Source: an optimization exercise on an open RTL-to-GDS flow (aim: small area). Production flows keep margins and buffers that such runs may drop.
Function was checked by simulation only, so behaviour that the tests miss may differ from the original.
Power and IR drop assume default switching activity.

**flow/spec_cos0.mem**
```
400
400
400
400
400
400
400
400
400
400
400
400
400
400
400
```
**flow/spec_cos1.mem**
```
3fa
3fa
3cd
376
2f8
259
1a0
0d4
000
f2c
e60
da7
d08
c8a
c33
```
**flow/spec_cos10.mem**
```
200
200
c00
200
200
c00
200
200
c00
200
1ff
c00
200
200
c00
```
**flow/spec_cos11.mem**
```
1a0
1a0
c33
376
f2c
da7
3fa
d08
000
2f8
c06
259
0d4
c8a
3cd
```
**flow/spec_cos12.mem**
```
13c
13c
cc4
400
cc4
13c
13c
cc4
400
cc4
13c
13c
cc4
400
cc4
```
**flow/spec_cos2.mem**
```
3e9
3e9
33c
200
06b
ec4
d53
c59
c00
c59
d53
ec4
06b
200
33c
```
**flow/spec_cos3.mem**
```
3cd
3cd
259
000
da7
c33
c33
da7
000
259
3cd
3cd
259
000
da7
```
**flow/spec_cos4.mem**
```
3a7
3a7
13c
e01
c17
cc4
f95
2ad
400
2ad
f95
cc4
c17
e01
13c
```
**flow/spec_cos5.mem**
```
376
376
000
c8a
c8a
000
376
376
000
c8a
c8a
000
376
376
000
```
**flow/spec_cos6.mem**
```
33c
33c
ec4
c00
ec4
33c
33c
ec4
c00
ec4
33c
33c
ec4
c00
ec4
```
**flow/spec_cos7.mem**
```
2f8
2f8
da7
c8a
1a0
3cd
f2c
c06
000
3fa
0d4
c33
e60
376
259
```
**flow/spec_cos8.mem**
```
2ad
2ad
cc4
e00
3a7
13c
c17
f95
400
f95
c17
13c
3a7
e00
cc4
```
**flow/spec_cos9.mem**
```
259
259
c33
000
3cd
da7
da7
3cd
000
c33
259
259
c33
000
3cd
```
**flow/run.sh**
```bash
#!/bin/bash
# synth_recipe.tcl (not shown) runs the flow's synth.tcl, then flattens the netlist and writes it again
# the make line also repeats each setting of config.mk as NAME=value (left out here)
make -C /OpenROAD-flow-scripts/flow DESIGN_CONFIG=/design/flow/config.mk WORK_HOME=/design/flow/orfs CLKGATE_MAP_FILE= SYNTH_SCRIPT=/design/flow/synth_recipe.tcl finish
```
**flow/config.mk**
```make
export PLATFORM = sky130hd
export DESIGN_NAME = mfcc_dct
export DESIGN_NICKNAME = mfcc_dct
export VERILOG_FILES = /design/flow/design.v
export SDC_FILE = /design/flow/constraint.sdc
export NUM_CORES = 4
export LEC_CHECK = 0
export CAP_MARGIN = 20
export CORE_MARGIN = 2
export CORE_UTILIZATION = 40
export PLACE_DENSITY = 0.6
export SLEW_MARGIN = 20
```
**flow/constraint.sdc**
```tcl
create_clock -name core_clock -period 10.0 [get_ports {clk}]
set_input_delay 2.0000 -clock core_clock [delete_from_list [all_inputs] [get_ports {clk}]]
set_output_delay 2.0000 -clock core_clock [all_outputs]
set_load 0.01 [all_outputs]
```
**flow/design.v**
```verilog
`timescale 1ns / 1ps
module get_values(
    input clk,
    input rst,
    input [15:0] tdata_in,
    input tvalid_in,
    output tready_out,
    output [15:0] data_to_mult_a,
    output [11:0] data_to_mult_b0,
    output [11:0] data_to_mult_b1,
    output [11:0] data_to_mult_b2,
    output [11:0] data_to_mult_b3,
    output [11:0] data_to_mult_b4,
    output [11:0] data_to_mult_b5,
    output [11:0] data_to_mult_b6,
    output [11:0] data_to_mult_b7,
    output [11:0] data_to_mult_b8,
    output [11:0] data_to_mult_b9,
    output [11:0] data_to_mult_b10,
    output [11:0] data_to_mult_b11,
    output [11:0] data_to_mult_b12,
    output mult_valid
    );
    assign tready_out = 1'b1;
    reg [11:0] lookup0 [14:0];
    reg [11:0] lookup1 [14:0];
    reg [11:0] lookup2 [14:0];
    reg [11:0] lookup3 [14:0];
    reg [11:0] lookup4 [14:0];
    reg [11:0] lookup5 [14:0];
    reg [11:0] lookup6 [14:0];
    reg [11:0] lookup7 [14:0];
    reg [11:0] lookup8 [14:0];
    reg [11:0] lookup9 [14:0];
    reg [11:0] lookup10 [14:0];
    reg [11:0] lookup11 [14:0];
    reg [11:0] lookup12 [14:0];
    initial begin
        $readmemh("spec_cos0.mem", lookup0);
        $readmemh("spec_cos1.mem", lookup1);
        $readmemh("spec_cos2.mem", lookup2);
        $readmemh("spec_cos3.mem", lookup3);
        $readmemh("spec_cos4.mem", lookup4);
        $readmemh("spec_cos5.mem", lookup5);
        $readmemh("spec_cos6.mem", lookup6);
        $readmemh("spec_cos7.mem", lookup7);
        $readmemh("spec_cos8.mem", lookup8);
        $readmemh("spec_cos9.mem", lookup9);
        $readmemh("spec_cos10.mem", lookup10);
        $readmemh("spec_cos11.mem", lookup11);
        $readmemh("spec_cos12.mem", lookup12);
    end
    reg [15:0] data_to_mult_a_r;
    assign data_to_mult_a = data_to_mult_a_r;
    reg [3:0] filter_num_counter;
    assign data_to_mult_b0 = lookup0[filter_num_counter];
    assign data_to_mult_b1 = lookup1[filter_num_counter];
    assign data_to_mult_b2 = lookup2[filter_num_counter];
    assign data_to_mult_b3 = lookup3[filter_num_counter];
    assign data_to_mult_b4 = lookup4[filter_num_counter];
    assign data_to_mult_b5 = lookup5[filter_num_counter];
    assign data_to_mult_b6 = lookup6[filter_num_counter];
    assign data_to_mult_b7 = lookup7[filter_num_counter];
    assign data_to_mult_b8 = lookup8[filter_num_counter];
    assign data_to_mult_b9 = lookup9[filter_num_counter];
    assign data_to_mult_b10 = lookup10[filter_num_counter];
    assign data_to_mult_b11 = lookup11[filter_num_counter];
    assign data_to_mult_b12 = lookup12[filter_num_counter];
    reg mult_valid_r, mult_valid_rr, mult_valid_rrr, mult_valid_rrrr;
    assign mult_valid = mult_valid_rrrr;
    always @(posedge clk) begin
        if (rst) begin
            filter_num_counter <= 4'h0;
        end
        else if (tvalid_in) begin
            data_to_mult_a_r <= tdata_in;
            if (filter_num_counter == 4'he) begin
                filter_num_counter <= 4'h0;
            end
            else begin
                filter_num_counter <= filter_num_counter + 1;
            end
        end
        if (rst) begin
            mult_valid_rrrr <= 1'b0;
            mult_valid_rrr <= 1'b0;
            mult_valid_rr <= 1'b0;
            mult_valid_r <= 1'b0;
        end
        else begin
            mult_valid_rrrr <= mult_valid_rrr;
            mult_valid_rrr <= mult_valid_rr;
            mult_valid_rr <= mult_valid_r;
            mult_valid_r <= tvalid_in;
        end
    end
endmodule
`timescale 1ns / 1ps
module dct_mult(
    input clk,
    input [15:0] A,
    input [11:0] B,
    output [31:0] P
    );
    reg [15:0] a_r;
    reg [11:0] b_r;
    reg [31:0] p_r, p_rr;
    always @(posedge clk) begin
        a_r <= A;
        b_r <= B;
        p_r <= $signed({1'b0, a_r}) * $signed(b_r);
        p_rr <= p_r;
    end
    assign P = p_rr;
endmodule
`timescale 1ns / 1ps
module accumulate15(
    input clk,
    input rst,
    input mult_valid,
    input [31:0] mult_data,
    output [31:0] data_out,
    output valid_out
    );
    reg [3:0] counter;
    reg [31:0] sum;
    reg [31:0] sum_r;
    reg valid_out_r;
    always @(posedge clk) begin
        valid_out_r <= 1'b0;
        if (rst) begin
            counter <= 4'h0;
            sum <= 32'h0;
        end
        else if (mult_valid) begin
            sum <= sum + mult_data;
            if (counter == 4'he) begin
                counter <= 4'h0;
                sum_r <= sum + mult_data;
                sum <= 32'h0;
                valid_out_r <= 1'b1;
            end
            else begin
                counter <= counter + 4'h1;
            end
        end
    end
    assign data_out = sum_r;
    assign valid_out = valid_out_r;
endmodule
`timescale 1ns / 1ps
module deriv_maker(
    input clk,
    input rst,
    input [31:0] data_in,
    input valid_in,
    output valid_out,
    output [31:0] data_out
    );
parameter CEPSTRALS = 2'b00;
parameter DCEPSTRALS = 2'b01;
parameter DDCEPSTRALS = 2'b10;
reg [31:0] cep0, cep1, cep2, dcep0, dcep1, dcep2;
reg [5:0] counter;
reg [1:0] state;
reg valid_out_r;
reg [31:0] data_out_r;
always @(posedge clk) begin
  if (rst) begin
    counter <= 6'b0;
    state <= CEPSTRALS;
    valid_out_r <= 1'b0;
  end
  else begin
    case (state)
    CEPSTRALS: begin
        valid_out_r <= valid_in;
        data_out_r <= data_in;
        if (valid_in) begin
            cep0 <= data_in;
            cep1 <= cep0;
            cep2 <= cep1;
            counter <= counter + 1;
            if (counter >= 6'h2) begin
                state <= DCEPSTRALS;
            end
        end
    end
    DCEPSTRALS: begin
        valid_out_r <= 1'b1;
        data_out_r <= cep0 - cep2;
        dcep0 <= cep0 - cep2;
        dcep1 <= dcep0;
        dcep2 <= dcep1;
        if (counter > 6'h4 || counter == 6'h0) begin
            state <= DDCEPSTRALS;
        end
        else begin
            state <= CEPSTRALS;
        end
    end
    DDCEPSTRALS: begin
        valid_out_r <= 1'b1;
        data_out_r <= dcep0 - dcep2;
        state <= CEPSTRALS;
    end
    endcase
  end
end
assign valid_out = valid_out_r;
assign data_out = data_out_r;
endmodule
`timescale 1ns / 1ps
module mfcc_dct(
    input         clk,
    input         rst,
    input  [15:0] in_data,
    input         in_valid,
    output        c0_valid,
    output [31:0] c0_data,
    output        c1_valid,
    output [31:0] c1_data,
    output        c2_valid,
    output [31:0] c2_data,
    output        c3_valid,
    output [31:0] c3_data,
    output        c4_valid,
    output [31:0] c4_data,
    output        c5_valid,
    output [31:0] c5_data,
    output        c6_valid,
    output [31:0] c6_data,
    output        c7_valid,
    output [31:0] c7_data,
    output        c8_valid,
    output [31:0] c8_data,
    output        c9_valid,
    output [31:0] c9_data,
    output        c10_valid,
    output [31:0] c10_data,
    output        c11_valid,
    output [31:0] c11_data,
    output        c12_valid,
    output [31:0] c12_data
    );
    wire [15:0] mult_a;
    wire [11:0] mult_b [0:12];
    wire        mult_valid;
    get_values u_get_values(
        .clk(clk),
        .rst(rst),
        .tdata_in(in_data),
        .tvalid_in(in_valid),
        .tready_out(),
        .data_to_mult_a(mult_a),
        .data_to_mult_b0(mult_b[0]),
        .data_to_mult_b1(mult_b[1]),
        .data_to_mult_b2(mult_b[2]),
        .data_to_mult_b3(mult_b[3]),
        .data_to_mult_b4(mult_b[4]),
        .data_to_mult_b5(mult_b[5]),
        .data_to_mult_b6(mult_b[6]),
        .data_to_mult_b7(mult_b[7]),
        .data_to_mult_b8(mult_b[8]),
        .data_to_mult_b9(mult_b[9]),
        .data_to_mult_b10(mult_b[10]),
        .data_to_mult_b11(mult_b[11]),
        .data_to_mult_b12(mult_b[12]),
        .mult_valid(mult_valid)
    );
    wire [31:0] prod0, acc0;
    wire        acc_valid0;
    dct_mult u_mult0(.clk(clk), .A(mult_a), .B(mult_b[0]), .P(prod0));
    accumulate15 u_acc0(.clk(clk), .rst(rst), .mult_valid(mult_valid), .mult_data(prod0),
        .data_out(acc0), .valid_out(acc_valid0));
    deriv_maker u_deriv0(.clk(clk), .rst(rst), .data_in(acc0), .valid_in(acc_valid0),
        .valid_out(c0_valid), .data_out(c0_data));
    wire [31:0] prod1, acc1;
    wire        acc_valid1;
    dct_mult u_mult1(.clk(clk), .A(mult_a), .B(mult_b[1]), .P(prod1));
    accumulate15 u_acc1(.clk(clk), .rst(rst), .mult_valid(mult_valid), .mult_data(prod1),
        .data_out(acc1), .valid_out(acc_valid1));
    deriv_maker u_deriv1(.clk(clk), .rst(rst), .data_in(acc1), .valid_in(acc_valid1),
        .valid_out(c1_valid), .data_out(c1_data));
    wire [31:0] prod2, acc2;
    wire        acc_valid2;
    dct_mult u_mult2(.clk(clk), .A(mult_a), .B(mult_b[2]), .P(prod2));
    accumulate15 u_acc2(.clk(clk), .rst(rst), .mult_valid(mult_valid), .mult_data(prod2),
        .data_out(acc2), .valid_out(acc_valid2));
    deriv_maker u_deriv2(.clk(clk), .rst(rst), .data_in(acc2), .valid_in(acc_valid2),
        .valid_out(c2_valid), .data_out(c2_data));
    wire [31:0] prod3, acc3;
    wire        acc_valid3;
    dct_mult u_mult3(.clk(clk), .A(mult_a), .B(mult_b[3]), .P(prod3));
    accumulate15 u_acc3(.clk(clk), .rst(rst), .mult_valid(mult_valid), .mult_data(prod3),
        .data_out(acc3), .valid_out(acc_valid3));
    deriv_maker u_deriv3(.clk(clk), .rst(rst), .data_in(acc3), .valid_in(acc_valid3),
        .valid_out(c3_valid), .data_out(c3_data));
    wire [31:0] prod4, acc4;
    wire        acc_valid4;
    dct_mult u_mult4(.clk(clk), .A(mult_a), .B(mult_b[4]), .P(prod4));
    accumulate15 u_acc4(.clk(clk), .rst(rst), .mult_valid(mult_valid), .mult_data(prod4),
        .data_out(acc4), .valid_out(acc_valid4));
    deriv_maker u_deriv4(.clk(clk), .rst(rst), .data_in(acc4), .valid_in(acc_valid4),
        .valid_out(c4_valid), .data_out(c4_data));
    wire [31:0] prod5, acc5;
    wire        acc_valid5;
    dct_mult u_mult5(.clk(clk), .A(mult_a), .B(mult_b[5]), .P(prod5));
    accumulate15 u_acc5(.clk(clk), .rst(rst), .mult_valid(mult_valid), .mult_data(prod5),
        .data_out(acc5), .valid_out(acc_valid5));
    deriv_maker u_deriv5(.clk(clk), .rst(rst), .data_in(acc5), .valid_in(acc_valid5),
        .valid_out(c5_valid), .data_out(c5_data));
    wire [31:0] prod6, acc6;
    wire        acc_valid6;
    dct_mult u_mult6(.clk(clk), .A(mult_a), .B(mult_b[6]), .P(prod6));
    accumulate15 u_acc6(.clk(clk), .rst(rst), .mult_valid(mult_valid), .mult_data(prod6),
        .data_out(acc6), .valid_out(acc_valid6));
    deriv_maker u_deriv6(.clk(clk), .rst(rst), .data_in(acc6), .valid_in(acc_valid6),
        .valid_out(c6_valid), .data_out(c6_data));
    wire [31:0] prod7, acc7;
    wire        acc_valid7;
    dct_mult u_mult7(.clk(clk), .A(mult_a), .B(mult_b[7]), .P(prod7));
    accumulate15 u_acc7(.clk(clk), .rst(rst), .mult_valid(mult_valid), .mult_data(prod7),
        .data_out(acc7), .valid_out(acc_valid7));
    deriv_maker u_deriv7(.clk(clk), .rst(rst), .data_in(acc7), .valid_in(acc_valid7),
        .valid_out(c7_valid), .data_out(c7_data));
    wire [31:0] prod8, acc8;
    wire        acc_valid8;
    dct_mult u_mult8(.clk(clk), .A(mult_a), .B(mult_b[8]), .P(prod8));
    accumulate15 u_acc8(.clk(clk), .rst(rst), .mult_valid(mult_valid), .mult_data(prod8),
        .data_out(acc8), .valid_out(acc_valid8));
    deriv_maker u_deriv8(.clk(clk), .rst(rst), .data_in(acc8), .valid_in(acc_valid8),
        .valid_out(c8_valid), .data_out(c8_data));
    wire [31:0] prod9, acc9;
    wire        acc_valid9;
    dct_mult u_mult9(.clk(clk), .A(mult_a), .B(mult_b[9]), .P(prod9));
    accumulate15 u_acc9(.clk(clk), .rst(rst), .mult_valid(mult_valid), .mult_data(prod9),
        .data_out(acc9), .valid_out(acc_valid9));
    deriv_maker u_deriv9(.clk(clk), .rst(rst), .data_in(acc9), .valid_in(acc_valid9),
        .valid_out(c9_valid), .data_out(c9_data));
    wire [31:0] prod10, acc10;
    wire        acc_valid10;
    dct_mult u_mult10(.clk(clk), .A(mult_a), .B(mult_b[10]), .P(prod10));
    accumulate15 u_acc10(.clk(clk), .rst(rst), .mult_valid(mult_valid), .mult_data(prod10),
        .data_out(acc10), .valid_out(acc_valid10));
    deriv_maker u_deriv10(.clk(clk), .rst(rst), .data_in(acc10), .valid_in(acc_valid10),
        .valid_out(c10_valid), .data_out(c10_data));
    wire [31:0] prod11, acc11;
    wire        acc_valid11;
    dct_mult u_mult11(.clk(clk), .A(mult_a), .B(mult_b[11]), .P(prod11));
    accumulate15 u_acc11(.clk(clk), .rst(rst), .mult_valid(mult_valid), .mult_data(prod11),
        .data_out(acc11), .valid_out(acc_valid11));
    deriv_maker u_deriv11(.clk(clk), .rst(rst), .data_in(acc11), .valid_in(acc_valid11),
        .valid_out(c11_valid), .data_out(c11_data));
    wire [31:0] prod12, acc12;
    wire        acc_valid12;
    dct_mult u_mult12(.clk(clk), .A(mult_a), .B(mult_b[12]), .P(prod12));
    accumulate15 u_acc12(.clk(clk), .rst(rst), .mult_valid(mult_valid), .mult_data(prod12),
        .data_out(acc12), .valid_out(acc_valid12));
    deriv_maker u_deriv12(.clk(clk), .rst(rst), .data_in(acc12), .valid_in(acc_valid12),
        .valid_out(c12_valid), .data_out(c12_data));
endmodule
```
==> qor.yml <==
sta:
  max_clock_freq_ghz: 0.134
  timing.final.hold_violations: 0
  layout_min_cycle_time_ps: 7460
  rsz0062_at_grt: "false"
  final.period_utilization_pct: 74.6
  clock_skew_ps: 64.5
  setup_viol: 0
  drv_slew: 0
  final.hold.worst_slack_ps: 309
  post_route_setup_tns_ps: 0
  max-slew-margin-rel_pct: 25.0
  tightestPinTransition_ps: 1120
die:
  die_area_um2: 677000
  core_area_um2: 668000
  fp.dieW_um: 823
  initial_core_util_pct: 40.2
  die_h_um: 823
  top_level_ports: 448
  rows: 300
worst_setup_path:
  cp_max_fo: 46
  reg2regPathDepth: 23
  arrival_ps: 8390
  crit_path_start_kind: "register"
  path_class: "reg -> reg"
  worst_r2r_startpoint: "u_mult12.a_r[3]"
  worst-r2r-setup-slack_ps: 2540
  cp.buffers_inverters: 6
  cp_slowest_stage_delay_ps: 900
  worst_path_dominant_cell_family: "adder cells"
  slowest_stage: "sky130_fd_sc_hd__dfxtp_4"
  crit-reg2reg-capture: "u_mult12.p_r[30]"
  cp-startpoint: "u_mult12.a_r[3]"
  cp_depth: 23
  crit_end: "u_mult12.p_r[30]"
  endpoint_kind: "register"
  critical_path.most_common_cell: "sky130_fd_sc_hd__inv_1"
  worst-endpoint-required_ps: 10930
  cell_breakdown_of_the_critical_path: "buf_4, nand2_1, inv_1, fa_1, inv_1, fa_1, inv_1, ha_1, fa_1, inv_1, fa_1, inv_1, ha_1, a21o_1, a31o_2, a2111oi_1, o311ai_1, a21oi_1, o21ai_1, a21o_1, a221o_1, and4_1, or4_1"
routing:
  routed_via_density: 5.19
  drt_drc_violations_left: 0
  drt_first_iter_violations: 13100
  drt.antenna.violating_nets: 0
  firstDrtPassIters: 6
  drt-wirelength-per-cell_um: 20.2
  dr_total_vias: 175000
  routed_wirelength_um: 683000
status:
  outcome: "finished clean"
final_layout:
  layout.nets: 28300
  post-route-cell-area_um2: 301000
  syn_to_final_growth_pct: 12.2
  drive_gt1_share_pct: 4.67
  n_fill_cell: 61500
  mostFrequentLayoutCell: "sky130_fd_sc_hd__inv_1"
  seqCellArea_um2: 125000
  footprint_of_the_multi_input_gates_um2: 128000
  layout.cells.most_common_list: "sky130_fd_sc_hd__inv_1, sky130_fd_sc_hd__edfxtp_1, sky130_fd_sc_hd__ha_1"
min_path:
  worst_hold_startpoint: "u_mult8.p_r[13]"
  hp-class: "reg -> reg"
yosys:
  synthesized_netlist_cell_count: 24000
  yosys.cell_types.count: 94
  yosysWarningCount: 5
  synth_area_per_cell_um2: 11.2
  edff_count_synth: 3248
  yosysSeqAreaShare_pct: 46.6
  synth-seq-cells: 4617
  postSynth.topFlopCell: "sky130_fd_sc_hd__edfxtp_1"
  post_synth_instance_area_um2: 268000
  synthArstFlopShare_pct: 0
clock_network:
  tritoncts.num_buffers: 527
  cts.sink_count: 4617
  cts.repair.resized: 0
  insertion_delay_ps: 1110
  cts_max_level: 6
  clk_transition_reported_paths_ps: 60
  ctsRootBufferMaster: "sky130_fd_sc_hd__clkbuf_16"
  max-clock-path-buffers: 4
  post_cts.repair.setup_buffers: 0
  postCtsHoldBufs: 0
  tritoncts: "yes"
grt:
  globalRoute.totalOverflow: 0
  grtUsageTotal_pct: 19.7
  largest_net_degree_at_the_start_of_global_routing: 109
  grt_pass1_wl_um: 1050000
  initial_antenna_violation_count: 55
  grt_pass1_vias: 176000
power_and_ir_drop:
  power-per-cell-area_nw_per_um2: 243
  power_leakage_nw: 128
  peakVddDrop_mv: 0.317
job:
  drv_cap: 0
placed_design:
  dpl.hpwl_um: 513000
  placedInstanceArea_um2: 283000
  routabilityCongestion: 0.928
  port_buffers: 447
-- kinds of logic after synthesis --
group                    Yosys count  synth area share, %
XOR/XNOR                        1418                 4.63
flip-flops                      4617                 46.6
adder cells (fa/ha/maj)         3833                 22.1
AND/OR/NAND/NOR                 5219                 9.15
buffers and inverters           4083                 5.71
multiplexers                      30                0.115
other                              2              0.00280
AO/OA/AOI/OAI                   4768                 11.7
-- metal layers --
metal  part of all wire, %  GRT usage, %  vias to the layer above  wire [µm]
li1                      -             -                    83600          -
met1                    47          28.4                    86400     320000
met2                    45          31.0                     4399     304000
met3                   5.5          2.91                     1028      37800
met4                   3.1          5.78                       32      21200
met5                 0.031             0                        -        211
-- through the flow --
step | worst slack [ps] | total power (W) | util [%] | std cells
floorplan | 2870 | 0.0431 | - | 24000
global placement | 2580 | 0.0536 | 42.4 | 32800
detailed placement | 2580 | 0.0537 | 42.4 | 32800
CTS | 2510 | 0.0739 | 45.1 | 33800
global route | 2090 | 0.0780 | 45.1 | 33800
finish | 2540 | 0.0732 | 45.1 | 33800
-- cell type report --
type	instances	share of cell area (%)
Clock inverter	283	1.15
Timing Repair Buffer	619	1.95
Tap cell	8909	3.70
Antenna cell	25	0.0208
Inverter	3422	4.27
Multi-Input combinational cell	15300	42.7
Sequential cell	4617	41.5
Clock buffer	681	4.73
-- cell usage after synthesis (32+ instances only) --
cell / n / area, µm²
sky130_fd_sc_hd__or3_1: 79 / 494
sky130_fd_sc_hd__a221o_1: 43 / 430
sky130_fd_sc_hd__or2_2: 57 / 357
sky130_fd_sc_hd__xnor2_1: 909 / 7960
sky130_fd_sc_hd__nand2b_1: 262 / 1640
sky130_fd_sc_hd__a22o_1: 159 / 1390
sky130_fd_sc_hd__nand3b_1: 41 / 308
sky130_fd_sc_hd__a21o_1: 620 / 4650
sky130_fd_sc_hd__a22oi_1: 404 / 3030
sky130_fd_sc_hd__o21bai_1: 191 / 1430
sky130_fd_sc_hd__nor3_1: 213 / 1070
sky130_fd_sc_hd__a211oi_1: 108 / 811
sky130_fd_sc_hd__o31ai_1: 86 / 646
sky130_fd_sc_hd__xor2_1: 509 / 4460
sky130_fd_sc_hd__inv_1: 3417 / 12800
sky130_fd_sc_hd__o21ai_1: 189 / 946
sky130_fd_sc_hd__edfxtp_1: 3248 / 97500
sky130_fd_sc_hd__o41ai_1: 33 / 289
sky130_fd_sc_hd__nor3b_1: 32 / 240
sky130_fd_sc_hd__a221oi_1: 101 / 885
sky130_fd_sc_hd__a211o_1: 35 / 307
sky130_fd_sc_hd__ha_1: 2309 / 28900
sky130_fd_sc_hd__a31oi_1: 168 / 1050
sky130_fd_sc_hd__clkbuf_1: 619 / 2320
sky130_fd_sc_hd__nand3_1: 335 / 1680
sky130_fd_sc_hd__o21a_1: 179 / 1340
sky130_fd_sc_hd__fa_1: 1524 / 30500
sky130_fd_sc_hd__nand4_1: 124 / 776
sky130_fd_sc_hd__o211ai_1: 88 / 661
sky130_fd_sc_hd__nor2_1: 1723 / 6470
sky130_fd_sc_hd__a41oi_1: 32 / 280
sky130_fd_sc_hd__nand2_1: 1346 / 5050
sky130_fd_sc_hd__a21oi_1: 1468 / 7350
sky130_fd_sc_hd__and2_1: 495 / 3100
sky130_fd_sc_hd__dfxtp_1: 1369 / 27400
sky130_fd_sc_hd__o21ai_0: 470 / 2350
sky130_fd_sc_hd__and3_1: 115 / 719
sky130_fd_sc_hd__nor2b_1: 286 / 1790
sky130_fd_sc_hd__buf_1: 41 / 154
-- report_power, final --
group          switching (W)  internal, W
clock                0.00838       0.0113
combinational         0.0184       0.0113
sequential           0.00122       0.0226
total                 0.0280       0.0452
-- worst min path at each step --
stage                              to  cells past startpoint
floorplan            u_mult0.p_rr[10]                      0
global placement     u_mult12.p_rr[6]                      0
detailed placement  u_mult12.p_rr[11]                      0
CTS                  u_mult2.p_rr[16]                      0
global route         u_mult2.p_rr[14]                      0
finish               u_mult8.p_rr[13]                      0

separate check: timing with driven ports:
Ports are ideal in the flow. The routed layout listed here was re-timed in OpenROAD.
Step 1 sets driving cells, clkbuf_16 on the clock port and buf_2 on the other inputs (assumed; they add their load-dependent delay and slew).
Step 2 also shifts input and output timing later by t, the mid clock arrival at the registers, as if the neighbouring blocks saw the same clock.
a / b / c = ideal ports / drivers / drivers and shift; a / b = the first two.
t, ns: 1.202
setup slack, ns: 2.537 / 2.537 / 2.537
hold WS [ns]: 0.309 / 0.309 / 0.309
After both steps this run still meets setup and hold. For this run, drivers alone change the setup slack by 0.000 ns; drivers and shift together by 0.000 ns.
